From an optimization exercise on the open Yosys and OpenROAD flow, aimed at small area; shortcuts taken in it are not production practice.
Where RTL was checked, it was by simulation tests only, not by an equivalence proof against the original.
The RTL of run 1 was laid out without a check of its function.
Power is estimated from default activity; no workload was simulated.

===== design/flow/run.sh =====
#!/bin/bash
# synth_recipe.tcl (not shown) runs the flow's synth.tcl, then flattens the netlist and writes it again
# the make line also repeats each setting of config.mk as NAME=value (left out here)
make -C /OpenROAD-flow-scripts/flow DESIGN_CONFIG=/design/flow/config.mk WORK_HOME=/design/flow/orfs CLKGATE_MAP_FILE= SYNTH_SCRIPT=/design/flow/synth_recipe.tcl finish

===== design/flow/config.mk =====
export PLATFORM = sky130hd
export DESIGN_NAME = snake
export DESIGN_NICKNAME = snake
export VERILOG_FILES = /design/flow/design.v
export SDC_FILE = /design/flow/constraint.sdc
export NUM_CORES = 4
export LEC_CHECK = 0
export CAP_MARGIN = 20
export CORE_MARGIN = 2
export CORE_UTILIZATION = 40
export SLEW_MARGIN = 20

===== design/flow/constraint.sdc =====
create_clock -name core_clock -period 15.0 [get_ports {clk}]
set_input_delay 3.0000 -clock core_clock [delete_from_list [all_inputs] [get_ports {clk}]]
set_output_delay 3.0000 -clock core_clock [all_outputs]
set_load 0.01 [all_outputs]

===== design/flow/design.v =====
module snake(hex3_d,hex2_d,hex1_d,hex0_d,p,sw,button,clk,rst,step);
input clk, rst, step;
input [3:0] sw;
input [2:0] button;
output [6:0] hex0_d, hex1_d, hex2_d, hex3_d;
output [3:0] p;
reg [1:0] hd, td;       
reg [2:0] hs, ts;       
reg blk, err, len0;
reg [3:0] regp;
reg [83:0] cd;          
function [4:0] mv;
input [2:0] s; input b; input [1:0] d;
begin
  case ({s, b, d})
  6'b000000: mv = 5'b00011;
  6'b000001: mv = 5'b01000;
  6'b000010: mv = 5'b00100;
  6'b000011: mv = 5'b11000;
  6'b000100: mv = 5'b00101;
  6'b000101: mv = 5'b01000;
  6'b000110: mv = 5'b00110;
  6'b000111: mv = 5'b11000;
  6'b001000: mv = 5'b00100;
  6'b001001: mv = 5'b01001;
  6'b001010: mv = 5'b00011;
  6'b001011: mv = 5'b11001;
  6'b001100: mv = 5'b00110;
  6'b001101: mv = 5'b01001;
  6'b001110: mv = 5'b00101;
  6'b001111: mv = 5'b11001;
  6'b010000: mv = 5'b00011;
  6'b010001: mv = 5'b01010;
  6'b010010: mv = 5'b00100;
  6'b010011: mv = 5'b11010;
  6'b010100: mv = 5'b00101;
  6'b010101: mv = 5'b01010;
  6'b010110: mv = 5'b00110;
  6'b010111: mv = 5'b11010;
  6'b011000: mv = 5'b00100;
  6'b011001: mv = 5'b00001;
  6'b011010: mv = 5'b00100;
  6'b011011: mv = 5'b11001;
  6'b011100: mv = 5'b00100;
  6'b011101: mv = 5'b00000;
  6'b011110: mv = 5'b00100;
  6'b011111: mv = 5'b11000;
  6'b100000: mv = 5'b00011;
  6'b100001: mv = 5'b00010;
  6'b100010: mv = 5'b00011;
  6'b100011: mv = 5'b11010;
  6'b100100: mv = 5'b00011;
  6'b100101: mv = 5'b00001;
  6'b100110: mv = 5'b00011;
  6'b100111: mv = 5'b11001;
  6'b101000: mv = 5'b00110;
  6'b101001: mv = 5'b01001;
  6'b101010: mv = 5'b00110;
  6'b101011: mv = 5'b00001;
  6'b101100: mv = 5'b00110;
  6'b101101: mv = 5'b01000;
  6'b101110: mv = 5'b00110;
  6'b101111: mv = 5'b00000;
  6'b110000: mv = 5'b00101;
  6'b110001: mv = 5'b01010;
  6'b110010: mv = 5'b00101;
  6'b110011: mv = 5'b00010;
  6'b110100: mv = 5'b00101;
  6'b110101: mv = 5'b01001;
  6'b110110: mv = 5'b00101;
  6'b110111: mv = 5'b00001;
  default: mv = 5'b00000;
  endcase
end
endfunction
function [2:0] enc;
input [2:0] s; input b; input [1:0] d;
begin
  case ({s, b, d})
  6'b000000: enc = 3'd1;
  6'b000001: enc = 3'd5;
  6'b000010: enc = 3'd3;
  6'b000011: enc = 3'd6;
  6'b000100: enc = 3'd2;
  6'b000101: enc = 3'd5;
  6'b000110: enc = 3'd4;
  6'b000111: enc = 3'd6;
  6'b001000: enc = 3'd3;
  6'b001001: enc = 3'd5;
  6'b001010: enc = 3'd1;
  6'b001011: enc = 3'd6;
  6'b001100: enc = 3'd4;
  6'b001101: enc = 3'd5;
  6'b001110: enc = 3'd2;
  6'b001111: enc = 3'd6;
  6'b010000: enc = 3'd1;
  6'b010001: enc = 3'd5;
  6'b010010: enc = 3'd3;
  6'b010011: enc = 3'd6;
  6'b010100: enc = 3'd2;
  6'b010101: enc = 3'd5;
  6'b010110: enc = 3'd4;
  6'b010111: enc = 3'd6;
  6'b011000: enc = 3'd3;
  6'b011001: enc = 3'd2;
  6'b011010: enc = 3'd3;
  6'b011011: enc = 3'd5;
  6'b011100: enc = 3'd3;
  6'b011101: enc = 3'd1;
  6'b011110: enc = 3'd3;
  6'b011111: enc = 3'd4;
  6'b100000: enc = 3'd1;
  6'b100001: enc = 3'd3;
  6'b100010: enc = 3'd1;
  6'b100011: enc = 3'd5;
  6'b100100: enc = 3'd1;
  6'b100101: enc = 3'd2;
  6'b100110: enc = 3'd1;
  6'b100111: enc = 3'd4;
  6'b101000: enc = 3'd3;
  6'b101001: enc = 3'd5;
  6'b101010: enc = 3'd3;
  6'b101011: enc = 3'd2;
  6'b101100: enc = 3'd3;
  6'b101101: enc = 3'd4;
  6'b101110: enc = 3'd3;
  6'b101111: enc = 3'd1;
  6'b110000: enc = 3'd1;
  6'b110001: enc = 3'd5;
  6'b110010: enc = 3'd1;
  6'b110011: enc = 3'd3;
  6'b110100: enc = 3'd1;
  6'b110101: enc = 3'd4;
  6'b110110: enc = 3'd1;
  6'b110111: enc = 3'd2;
  default: enc = 3'd1;
  endcase
end
endfunction
function [4:0] tmv;
input [2:0] s; input [2:0] c;
begin
  case ({s, c})
  6'b000001: tmv = 5'b00011;
  6'b000010: tmv = 5'b00101;
  6'b000011: tmv = 5'b00100;
  6'b000100: tmv = 5'b00110;
  6'b000101: tmv = 5'b01000;
  6'b000110: tmv = 5'b11000;
  6'b001001: tmv = 5'b00011;
  6'b001010: tmv = 5'b00101;
  6'b001011: tmv = 5'b00100;
  6'b001100: tmv = 5'b00110;
  6'b001101: tmv = 5'b01001;
  6'b001110: tmv = 5'b11001;
  6'b010001: tmv = 5'b00011;
  6'b010010: tmv = 5'b00101;
  6'b010011: tmv = 5'b00100;
  6'b010100: tmv = 5'b00110;
  6'b010101: tmv = 5'b01010;
  6'b010110: tmv = 5'b11010;
  6'b011001: tmv = 5'b00000;
  6'b011010: tmv = 5'b00001;
  6'b011011: tmv = 5'b00100;
  6'b011100: tmv = 5'b11000;
  6'b011101: tmv = 5'b11001;
  6'b100001: tmv = 5'b00011;
  6'b100010: tmv = 5'b00001;
  6'b100011: tmv = 5'b00010;
  6'b100100: tmv = 5'b11001;
  6'b100101: tmv = 5'b11010;
  6'b101001: tmv = 5'b00000;
  6'b101010: tmv = 5'b00001;
  6'b101011: tmv = 5'b00110;
  6'b101100: tmv = 5'b01000;
  6'b101101: tmv = 5'b01001;
  6'b110001: tmv = 5'b00101;
  6'b110010: tmv = 5'b00001;
  6'b110011: tmv = 5'b00010;
  6'b110100: tmv = 5'b01001;
  6'b110101: tmv = 5'b01010;
  default: tmv = 5'b00000;
  endcase
end
endfunction
function [4:0] cellno;
input [1:0] dg; input [2:0] s;
begin
  case (s)
  3'd0: cellno = dg*7 + 0;
  3'd1: cellno = dg*7 + 1;
  3'd2: cellno = dg*7 + 2;
  3'd3: cellno = dg*7 + 3;
  3'd4: cellno = dg*7 + 4;
  3'd5: cellno = dg*7 + 5;
  3'd6: cellno = dg*7 + 6;
  default: cellno = dg*7 + 6;
  endcase
end
endfunction
wire [1:0] dir = button[2] ? (button[1:0] == 2'b01 ? 2'b11 :
                              button[1:0] == 2'b10 ? 2'b01 : 2'b00) : 2'b10;
wire [3:0] rp = regp | sw;
wire [1:0] pidx = dir[1] ? -hd : 2'd3 - hd;
wire eat = !err && hs == 3'd0 && dir[0] && rp[pidx];
wire del = !eat;
wire [4:0] hm = mv(hs, blk, dir);
wire [1:0] nd = hd + hm[4:3];
wire [2:0] ns = hm[2:0];
wire [4:0] hc = cellno(hd, hs);
wire [4:0] tc = cellno(td, ts);
wire [4:0] nc = cellno(nd, ns);
wire [2:0] tcode = cd[tc*3 +: 3];
wire [4:0] tm = tmv(ts, tcode);
wire [1:0] ntd = td + tm[4:3];
wire nocc = |cd[nc*3 +: 3];
wire coll = nocc && !(del && nc == tc);
wire [2:0] cn = enc(hs, blk, dir);
localparam [27:0] LIT = 28'b0000001111111011111100011111;
integer i;
always @(posedge clk) begin
  if (!rst) begin
    hd <= 2'd2; hs <= 3'd1; td <= 2'd2; ts <= 3'd1;
    blk <= 1'b0; err <= 1'b0; len0 <= 1'b1; regp <= 4'd0;
    cd <= 84'd0;
  end else if (step) begin
    regp <= eat ? rp & ~(4'd1 << pidx) : rp;
    if (!err) begin
      hd <= nd; hs <= ns; blk <= dir[1] ^ dir[0];
      err <= coll;
      if (eat) len0 <= 1'b0;
      if (del && len0) begin
        td <= nd; ts <= ns;
      end else if (del) begin
        td <= ntd; ts <= tm[2:0];
        cd[tc*3 +: 3] <= 3'd0;
      end
      if (!(del && len0)) cd[hc*3 +: 3] <= cn;
    end else begin
      for (i = 0; i < 28; i = i + 1)
        cd[i*3 +: 3] <= LIT[i] ? 3'd1 : 3'd0;
    end
  end
end
wire [27:0] on;
genvar g;
generate for (g = 0; g < 28; g = g + 1) begin : c
  assign on[g] = |cd[g*3 +: 3] || (!err && hc == g);
end endgenerate
assign hex0_d = {!on[1], !on[4], !on[3], !on[0], !on[5], !on[6], !on[2]};
assign hex1_d = {!on[8], !on[11], !on[10], !on[7], !on[12], !on[13], !on[9]};
assign hex2_d = {!on[15], !on[18], !on[17], !on[14], !on[19], !on[20], !on[16]};
assign hex3_d = {!on[22], !on[25], !on[24], !on[21], !on[26], !on[27], !on[23]};
assign p = ~regp;
endmodule

==> results.sh, run 1 <==
export IMPL_syn_area_um2=9080
export IMPL_cp_required_ps=15250
export IMPL_slew_viol_final=0
export IMPL_area_delta_synth_final_pct=9.33
export IMPL_p_seq_share_pct=17.9
export IMPL_synthCells=1159
export IMPL_setup_viol=0
export IMPL_routedWlPerCell_um=23.6
export IMPL_synth_top_area_share_pct=22.3
export IMPL_firstDrtPassIters=6
export IMPL_rsz0062_at_grt="false"
export IMPL_grt_max_degree=63
export IMPL_cts_tree="yes"
export IMPL_ctsResizeCount=0
export IMPL_slew_headroom_pct=25.6
export IMPL_leakagePower_uw=0.00364
export IMPL_coreArea_um2=22400
export IMPL_cts_hold_buf=0
export IMPL_drv_cap=0
export IMPL_powerDensity_nw_per_um2=172
export IMPL_h_tree_depth=3
export IMPL_synth_ff_type="dfxtp_1"
export IMPL_pwr_share_clk_pct=14.0
export IMPL_clock_tree_root_cell="clkbuf_16"
export IMPL_pwr_share_comb_pct=68.1
export IMPL_die_h_um=155
export IMPL_final_layout_size_suffix_gt1_share_pct=8.15
export IMPL_final_hold_violation_count=0
export IMPL_dp_hpwl_mm=25.0
export IMPL_synthArstFlopShare_pct=0
export IMPL_syn_num_nets=1208
export IMPL_hp_class="flop to flop"
export IMPL_grt_pass1_wl_mm=52.5
export IMPL_synth_edff_count=0
export IMPL_arrival_ps=8970
export IMPL_synth_distinct_cells=86
export IMPL_die_area_um2=23900
export IMPL_design_area_um2=9930
export IMPL_switching_power_uw=909
export IMPL_antenna_left=0
export IMPL_endpoint_kind="flop"
export IMPL_fmax_ghz=0.115
export IMPL_path_max_fanout=8
export IMPL_swShare_pct=53.1
export IMPL_final_common_cell="nand2_1"
export IMPL_cts_inserted_buffers=9
export IMPL_clk_pin_slew_worst_paths_ps=70
export IMPL_cp_start_kind="primary input"
export IMPL_power_internal_uw=803
export IMPL_tightestPinTransition_ps=1110
export IMPL_start_util_pct=40.5
export IMPL_clkSinkCount=101
export IMPL_rows=55
export IMPL_num_io_pins=42
export IMPL_setup_tns_ps=0
export IMPL_max_vdd_ir_drop_uv=80.4
export IMPL_dp_cells=1423
export IMPL_grt_pass1_vias=8751
export IMPL_status="complete, no violations"
export IMPL_wirelength_mm=34.0
export IMPL_drtIter0Drc=1177
export IMPL_nets=1198
export IMPL_die_x_um=155
export IMPL_clk_latency_ps=370
export IMPL_clock_path_buffers=2
export IMPL_grt_overflow=0
export IMPL_final_cell_mix="nand2_1, dfxtp_1, nor2_1"
export IMPL_hold_path_depth=2
export IMPL_drc=0
export IMPL_routabilityCongestion=1.01
export IMPL_routed_via_density=6.47
export IMPL_yosysSeqAreaShare_pct=22.3
export IMPL_path_class="primary input to flop"
export IMPL_stdcell_count=1440
export IMPL_placed_cell_area_um2=9640
export IMPL_synth_area_leaders="dfxtp_1, ha_1, mux4_2"
export IMPL_antenna_found_initial=1
export IMPL_synth_area_per_cell_um2=7.84
export IMPL_fin_crit_ps=8720
export IMPL_portBuffers=41
export IMPL_yosysWarnings=1
export IMPL_timing_final_crit_share_pct=58.1
export IMPL_rr_worst_depth=19
export IMPL_ys_ff_latch=101
export IMPL_skew_ps=15.5
export IMPL_synth_top_cell_by_area="dfxtp_1"
export IMPL_grt_usage_pct=28.3
export IMPL_post_cts_buffers=0
export IMPL_vias=9315
-- layout make-up --
| class | instances | area [um2] |
|---|---|---|
| fillers | 2272 | 12500 |
| multi-input cells | 931 | 6550 |
| clock inverters | 6 | 55.1 |
| diodes | 1 | 2.50 |
| flip-flops and latches | 101 | 2020 |
| repair buffers | 59 | 541 |
| inverters | 47 | 176 |
| well taps | 285 | 357 |
| clock buffers | 10 | 229 |
-- path summary, 6_finish.rpt --
| kind | slack, ps | start | end |
|---|---|---|---|
| setup reg to reg | 8600 | ts[2]$_SDFFE_PN0P_ | td[1]$_SDFFE_PN1P_ |
| setup / recovery | 6280 | button[0] | err$_SDFFE_PN0P_ |
| hold reg to reg | 480 | cd[19]$_SDFFE_PN0P_ | cd[19]$_SDFFE_PN0P_ |
| hold / removal | 480 | cd[19]$_SDFFE_PN0P_ | cd[19]$_SDFFE_PN0P_ |
-- cell families after synthesis --
| family | Yosys count | share of synthesized area [%] |
|---|---|---|
| simple gates | 415 | 22.9 |
| flops | 101 | 22.3 |
| fa+ha+maj | 39 | 5.37 |
| mux | 62 | 9.88 |
| buf+inv | 127 | 5.72 |
| xor+xnor | 38 | 3.95 |
| compound gates | 377 | 30.0 |
-- registers in the layout (all words and copies together), names as in the netlist --
signal / count
cd: 84
regp: 4
hs: 3
ts: 3
hd: 2
td: 2
blk: 1
err: 1
len0: 1
-- power by group through the flow --
stage	clock network (uW)	logic (uW)	registers (uW)
floorplan	0	814	296
global placement	0	1130	313
detailed placement	0	1120	313
CTS	241	1130	307
global route	248	1250	311
finish	239	1170	307
-- metal layers --
metal	routed length [um]	global-route usage, %	vias to the layer above
met5	12	0	-
met1	14600	38.5	4412
met2	14700	43.4	481
met4	1680	13.0	2
met3	3030	5.66	106
li1	-	-	4314
-- Yosys cell counts, types with 5 or more instances --
cell / count
or3_1: 7
nand2_1: 109
nand2b_1: 14
o21a_1: 18
and3_1: 13
a21oi_1: 54
clkbuf_1: 50
mux2i_1: 30
o211a_1: 5
xor2_1: 6
mux2_2: 11
buf_2: 18
nand3_1: 28
o22ai_1: 6
a2111oi_0: 7
mux4_2: 21
xnor2_1: 30
o2111ai_1: 6
a32o_1: 5
o31ai_1: 11
o2bb2ai_1: 16
inv_1: 45
nor2b_1: 36
a22o_1: 17
and2_1: 23
a31oi_1: 22
ha_1: 39
o21ai_0: 63
nor3_1: 45
nor2_1: 87
nand4_1: 7
a21o_1: 8
or4_1: 6
a211oi_1: 18
a22oi_1: 18
nor4_1: 15
dfxtp_1: 101
buf_1: 7
or2_2: 6
o211ai_1: 11
a21boi_0: 28
a211o_1: 7
-- critical path, stage by stage --
cell	delay, ps
clkdlybuf4s50_1	460
ha_1	230
nand2b_1	280
inv_1	150
ha_1	250
nor2b_1	160
nand2_1	80
o21ai_0	80
a22oi_1	140
o21ai_0	120
ha_1	200
xnor2_1	130
xnor2_1	610
inv_1	190
ha_1	420
inv_1	150
ha_1	340
xor2_1	190
a211oi_1	70
a211o_1	420
inv_1	200
mux2_2	360
o311ai_0	360
nor4_1	90
o31a_1	260
-- stage by stage --
step | worst slack [ps] | power [uW] | util [%] | hold WS, ps
2_1_floorplan | 7170 | 1110 | - | 439
3_3_place_gp | 6110 | 1440 | 43.0 | 463
3_5_place_dp | 6000 | 1440 | 43.0 | 467
4_1_cts | 6390 | 1680 | 44.3 | 480
5_1_grt | 5750 | 1800 | 44.3 | 504
6_report | 6280 | 1710 | 44.3 | 481
==> inputs of run 2 (changes only) <==
--- a/design/flow/design.v
+++ b/design/flow/design.v
@@ -6,9 +6,8 @@
 output [3:0] p;
 reg [1:0] hd, td;       
 reg [2:0] hs, ts;       
-reg blk, err, len0;
+reg blk, errd, len0;   
 reg [3:0] regp;
-reg [83:0] cd;          
 function [4:0] mv;
 input [2:0] s; input b; input [1:0] d;
 begin
@@ -183,69 +182,86 @@
   endcase
 end
 endfunction
-function [4:0] cellno;
-input [1:0] dg; input [2:0] s;
-begin
-  case (s)
-  3'd0: cellno = dg*7 + 0;
-  3'd1: cellno = dg*7 + 1;
-  3'd2: cellno = dg*7 + 2;
-  3'd3: cellno = dg*7 + 3;
-  3'd4: cellno = dg*7 + 4;
-  3'd5: cellno = dg*7 + 5;
-  3'd6: cellno = dg*7 + 6;
-  default: cellno = dg*7 + 6;
-  endcase
-end
-endfunction
 wire [1:0] dir = button[2] ? (button[1:0] == 2'b01 ? 2'b11 :
                               button[1:0] == 2'b10 ? 2'b01 : 2'b00) : 2'b10;
 wire [3:0] rp = regp | sw;
+wire [27:0] hdec;
+wire [27:0] hit;
+wire err = errd || |hit;
 wire [1:0] pidx = dir[1] ? -hd : 2'd3 - hd;
 wire eat = !err && hs == 3'd0 && dir[0] && rp[pidx];
 wire del = !eat;
 wire [4:0] hm = mv(hs, blk, dir);
 wire [1:0] nd = hd + hm[4:3];
 wire [2:0] ns = hm[2:0];
-wire [4:0] hc = cellno(hd, hs);
-wire [4:0] tc = cellno(td, ts);
-wire [4:0] nc = cellno(nd, ns);
-wire [2:0] tcode = cd[tc*3 +: 3];
+localparam [27:0] LIT = 28'b0000001111111011111100011111;
+wire [3:0] hdo, tdo;
+wire [6:0] hso, tso;
+genvar g;
+generate for (g = 0; g < 4; g = g + 1) begin : dg
+  assign hdo[g] = hd == g;
+  assign tdo[g] = td == g;
+end endgenerate
+assign hso[0] = hs == 3'd0;
+assign tso[0] = ts == 3'd0;
+assign hso[1] = hs == 3'd1;
+assign tso[1] = ts == 3'd1;
+assign hso[2] = hs == 3'd2;
+assign tso[2] = ts == 3'd2;
+assign hso[3] = hs == 3'd3;
+assign tso[3] = ts == 3'd3;
+assign hso[4] = hs == 3'd4;
+assign tso[4] = ts == 3'd4;
+assign hso[5] = hs == 3'd5;
+assign tso[5] = ts == 3'd5;
+assign hso[6] = hs == 3'd6;
+assign tso[6] = ts == 3'd6;
+wire go = rst && step && !err;
+wire hw = go && !(del && len0);       
+wire tw = go && del && !len0;         
+wire es = rst && step && err;         
+wire [2:0] tcode;
 wire [4:0] tm = tmv(ts, tcode);
 wire [1:0] ntd = td + tm[4:3];
-wire nocc = |cd[nc*3 +: 3];
-wire coll = nocc && !(del && nc == tc);
 wire [2:0] cn = enc(hs, blk, dir);
-localparam [27:0] LIT = 28'b0000001111111011111100011111;
-integer i;
 always @(posedge clk) begin
   if (!rst) begin
     hd <= 2'd2; hs <= 3'd1; td <= 2'd2; ts <= 3'd1;
-    blk <= 1'b0; err <= 1'b0; len0 <= 1'b1; regp <= 4'd0;
-    cd <= 84'd0;
+    blk <= 1'b0; errd <= 1'b0; len0 <= 1'b1; regp <= 4'd0;
   end else if (step) begin
     regp <= eat ? rp & ~(4'd1 << pidx) : rp;
-    if (!err) begin
+    if (err) errd <= 1'b1;
+    else begin
       hd <= nd; hs <= ns; blk <= dir[1] ^ dir[0];
-      err <= coll;
       if (eat) len0 <= 1'b0;
       if (del && len0) begin
         td <= nd; ts <= ns;
       end else if (del) begin
         td <= ntd; ts <= tm[2:0];
-        cd[tc*3 +: 3] <= 3'd0;
       end
-      if (!(del && len0)) cd[hc*3 +: 3] <= cn;
-    end else begin
-      for (i = 0; i < 28; i = i + 1)
-        cd[i*3 +: 3] <= LIT[i] ? 3'd1 : 3'd0;
     end
   end
 end
+wire [3:0] hwd = hdo & {4{hw}};
+wire [3:0] twd = tdo & {4{tw}};
+wire [3:0] hdv = hdo & {4{!errd}};
 wire [27:0] on;
-genvar g;
+wire [83:0] tq;
 generate for (g = 0; g < 28; g = g + 1) begin : c
-  assign on[g] = |cd[g*3 +: 3] || (!err && hc == g);
+  localparam integer D = g / 7, K = g % 7;
+  snake_cell #(.LIT(LIT[g])) u (.clk(clk), .rst(rst), .es(es), .cn(cn),
+    .hd(hdo[D]), .hwd(hwd[D]), .hdv(hdv[D]), .hs(hso[K]),
+    .td(tdo[D]), .twd(twd[D]), .ts(tso[K]),
+    .tq(tq[g*3 +: 3]), .hit(hit[g]), .on(on[g]));
+  assign hdec[g] = hdo[D] & hso[K];
+end endgenerate
+generate for (g = 0; g < 3; g = g + 1) begin : tc
+  wire [27:0] sel;
+  genvar k;
+  for (k = 0; k < 28; k = k + 1) begin : b
+    assign sel[k] = tq[k*3 + g];
+  end
+  assign tcode[g] = |sel;
 end endgenerate
 assign hex0_d = {!on[1], !on[4], !on[3], !on[0], !on[5], !on[6], !on[2]};
 assign hex1_d = {!on[8], !on[11], !on[10], !on[7], !on[12], !on[13], !on[9]};
@@ -253,3 +269,19 @@
 assign hex3_d = {!on[22], !on[25], !on[24], !on[21], !on[26], !on[27], !on[23]};
 assign p = ~regp;
 endmodule
+module snake_cell #(parameter LIT = 1'b0) (
+  input clk, input rst, input es, input [2:0] cn,
+  input hd, input hwd, input hdv, input hs,
+  input td, input twd, input ts,
+  output [2:0] tq, output hit, output on);
+reg [2:0] q;
+wire occ = |q;
+wire wr = hwd & hs | es & LIT;
+wire clr = twd & ts | es & !LIT | !rst;
+wire keep = !(wr | clr);
+always @(posedge clk)
+  q <= ({3{wr}} & cn) | ({3{keep}} & q);
+assign tq = q & {3{td & ts}};
+assign hit = occ & hd & hs;
+assign on = occ | hdv & hs;
+endmodule
==> run 2 against run 1 <==
  * Still clean
  * Final area decreased by 24%
  * Register-to-register slack improved by 1600 ps
  * Combinational power decreased by 31%
  * Largest power group unchanged
==> results.sh, run 2 <==
export IMPL_grt_pass1_vias=6642
export IMPL_portBuffers=41
export IMPL_slowest_delay_ps=1070
export IMPL_drv_cap=0
export IMPL_rsz0062_at_grt="false"
export IMPL_setup_ws_ps=8570
export IMPL_firstDrtPassIters=5
export IMPL_grt_overflow=0
export IMPL_cts_inserted_buffers=9
export IMPL_cts_hold_buf=0
export IMPL_hold_path_startpoint="c[23].u.q[0]$_DFF_P_"
export IMPL_final_common_cell="dfxtp_1"
export IMPL_clock_path_buffers=2
export IMPL_die_area_um2=17900
export IMPL_antenna_found_initial=0
export IMPL_vias=6959
export IMPL_status="complete, no violations"
export IMPL_grt_max_degree=38
export IMPL_synth_area_per_cell_um2=8.62
export IMPL_syn_area_um2=6730
export IMPL_rows=47
export IMPL_grt_use_met3_pct=6.01
export IMPL_clk_latency_ps=370
export IMPL_post_cts_buffers=0
export IMPL_die_x_um=134
export IMPL_dp_cells=990
export IMPL_yosysWarnings=3
export IMPL_ys_ff_latch=101
export IMPL_path_buf_inv=3
export IMPL_dp_hpwl_mm=19.6
export IMPL_seq_area_um2=2020
export IMPL_wirelength_mm=27.5
export IMPL_cp_required_ps=15260
export IMPL_num_io_pins=42
export IMPL_powerDensity_nw_per_um2=195
export IMPL_synth_distinct_cells=87
export IMPL_n_antenna_cell=0
export IMPL_clk_pin_slew_worst_paths_ps=80
export IMPL_path_cells="clkdlybuf4s50_1 -> inv_1 -> nor2_1 -> o311a_4 -> nor4b_4 -> buf_4 -> nand3_1 -> and3_1 -> mux2_2"
export IMPL_ctsResizeCount=0
export IMPL_slew_headroom_pct=27.9
export IMPL_grt_usage_pct=30.5
export IMPL_leakagePower_uw=0.00281
export IMPL_routedWlPerCell_um=27.3
export IMPL_synth_most_common_cell="dfxtp_1"
export IMPL_clkSinkCount=101
export IMPL_drtIter0Drc=857
export IMPL_rrSetupSlack_ps=10190
export IMPL_antenna_left=0
export IMPL_die_h_um=134
export IMPL_routabilityCongestion=0.984
export IMPL_synth_top_cell_by_area="dfxtp_1"
export IMPL_rr_worst_depth=9
export IMPL_drc=0
export IMPL_routed_via_density=6.92
export IMPL_critPathSlowestCell="clkdlybuf4s50_1"
export IMPL_area_delta_synth_final_pct=11.8
export IMPL_critPathTopFamily="buffers and inverters"
export IMPL_met1_usage_pct=41.9
export IMPL_yosysSeqAreaShare_pct=30.1
export IMPL_pre_cts_ws_ps=8200
export IMPL_worstHoldEndpoint="c[23].u.q[0]$_DFF_P_"
export IMPL_syn_num_nets=807
export IMPL_max_vdd_ir_drop_uv=115
export IMPL_skew_ps=8.72
export IMPL_synthCells=780
export IMPL_synth_area_leaders="dfxtp_1, a32o_1, a22o_1"
export IMPL_synth_top_area_share_pct=30.1
export IMPL_final_cell_mix="dfxtp_1, a32o_1, nor2_1"
export IMPL_synthArstFlopShare_pct=0
export IMPL_reg_top3="c.u.q: 84 flops, regp: 4 flops"
export IMPL_clock_tree_root_cell="clkbuf_16"
export IMPL_nets=808
export IMPL_cts_tree="yes"
export IMPL_grt_busiest_layer="met2"
export IMPL_largest_reg_flops=84
export IMPL_grt_pass1_wl_mm=41.0
export IMPL_slew_viol_final=0
export IMPL_h_tree_depth=3
export IMPL_coreArea_um2=16500
export IMPL_hp_class="flop to flop"
export IMPL_setup_tns_ps=0
export IMPL_synth_edff_count=0
export IMPL_path_class="primary input to flop"
export IMPL_multiInputGateArea_um2=4320
export IMPL_path_max_fanout=22
export IMPL_final_layout_size_suffix_gt1_share_pct=9.16
export IMPL_setup_viol=0
export IMPL_r2r_end="c[20].u.q[1]$_DFF_P_"
export IMPL_final_hold_violation_count=0
export IMPL_start_util_pct=40.7
export IMPL_synth_ff_type="dfxtp_1"
export IMPL_regMostFlops="c.u.q"
export IMPL_timing_final_crit_share_pct=42.9
export IMPL_fin_crit_ps=6430
export IMPL_hold_path_depth=1
export IMPL_synth_common_cells="dfxtp_1, a32o_1, nor2_1"
export IMPL_tightestPinTransition_ps=1080
export IMPL_grt_use_met2_pct=46.3
export IMPL_stdcell_count=1006
export IMPL_fmax_ghz=0.155
export IMPL_r2r_start="hs[2]$_SDFFE_PN0P_"
export IMPL_endpoint_kind="flop"
export IMPL_nFillCells=1637
export IMPL_arrival_ps=6690
export IMPL_cp_start_kind="primary input"
-- run 2: cell types whose count changed after synthesis, moves of 25 or more --
cell | before | now
nor2_1 | 87 | 43
nand2_1 | 109 | 35
o21ai_0 | 63 | 27
a32o_1 | 5 | 48
a21oi_1 | 54 | 28
xnor2_1 | 30 | 1
clkbuf_1 | 50 | 25
inv_1 | 45 | 18
-- run 2: worst max path at each step --
stage / start / to / slack, ps / cells after the start
2_1_floorplan: button[1] / c[19].u.q[0]$_DFF_P_ / 9540 / 11
3_3_place_gp: rst / c[11].u.q[1]$_DFF_P_ / 8330 / 9
3_5_place_dp: rst / c[11].u.q[1]$_DFF_P_ / 8200 / 9
4_1_cts: rst / c[11].u.q[1]$_DFF_P_ / 8600 / 9
5_1_grt: rst / c[11].u.q[0]$_DFF_P_ / 8310 / 9
6_report: rst / c[11].u.q[1]$_DFF_P_ / 8570 / 9
-- run 2: worst register-to-register path, delay by kind of cell, from the launching register on --
| family | cells | cell delay, ps |
|---|---|---|
| and+or+nand+nor | 4 | 2070 |
| AOI/OAI and AO/OA | 4 | 1400 |
| DFF | 1 | 910 |
| buffers and inverters | 1 | 320 |
-- run 2: kinds of logic (layout without fill, tap and decap cells) --
group | after synthesis | count (layout) | synth area share (%)
buf+inv | 85 | 91 | 5.75
fa+ha+maj | 17 | 17 | 3.16
simple gates | 256 | 256 | 22.0
compound gates | 274 | 274 | 31.2
xor+xnor | 4 | 4 | 0.633
flops | 101 | 101 | 30.1
mux | 43 | 43 | 7.18
-- run 2: per-layer routing --
| layer | up-vias | wire, um |
|---|---|---|
| met5 | - | 0 |
| met4 | 0 | 1170 |
| met3 | 75 | 2390 |
| met2 | 396 | 12100 |
| met1 | 3439 | 11800 |
| li1 | 3049 | - |
-- run 2: final cells by class --
class	count	area share (%)
Clock buffer	9	2.99
Clock inverter	7	1.20
Inverter	21	1.05
Multi-Input combinational cell	594	57.5
Sequential cell	101	26.9
Tap cell	220	3.66
Timing Repair Buffer	54	6.75
-- run 2: metrics by stage --
stage | util (%) | area, um2 | hold slack [ps] | total power [uW]
2_1_floorplan | - | 6730 | 459 | 876
3_3_place_gp | 43.6 | 7210 | 479 | 1180
3_5_place_dp | 43.6 | 7210 | 484 | 1180
4_1_cts | 45.5 | 7520 | 502 | 1440
5_1_grt | 45.5 | 7520 | 527 | 1530
6_report | 45.5 | 7520 | 504 | 1470
-- run 2: where the power goes --
group          internal [uW]  leakage, uW  total (uW)  switching, uW
combinational            300      0.00184         810            510
clock                    135     0.000156         259            124
sequential               322     0.000818         397           75.4
total                    757      0.00281        1470            710

## what the ideal ports hide
No port has a modelled driver above. Below, the same layouts with a new extraction and two added sets of constraints. Step 1 sets driving cells, clkbuf_16 on the clock port and buf_2 on the other inputs (assumed; they add their load-dependent delay and slew). Step 2 adds t to the input delays and takes it off the output delays; t is the mean of the earliest and latest rising clock arrival at the registers after step 1. Input paths then give back, and output paths get back, about the clock's delay inside the block. Slacks: ideal / step 1 / step 2; pairs: ideal / step 1.
run | t, ns | slack for setup (ns) | worst register clock-pin slew, ns | worst slew at a driven data input, ns
run 1 | 0.405 | 6.280 / 6.298 / 5.892 | 0.08 / 0.08 | 0.03
run 2 | 0.415 | 8.567 / 8.590 / 8.175 | 0.08 / 0.08 | 0.04
After both steps setup and hold are still met in every run listed. For run 2, which loses most, drivers alone change the setup slack by +0.023 ns; drivers and shift together by -0.392 ns.
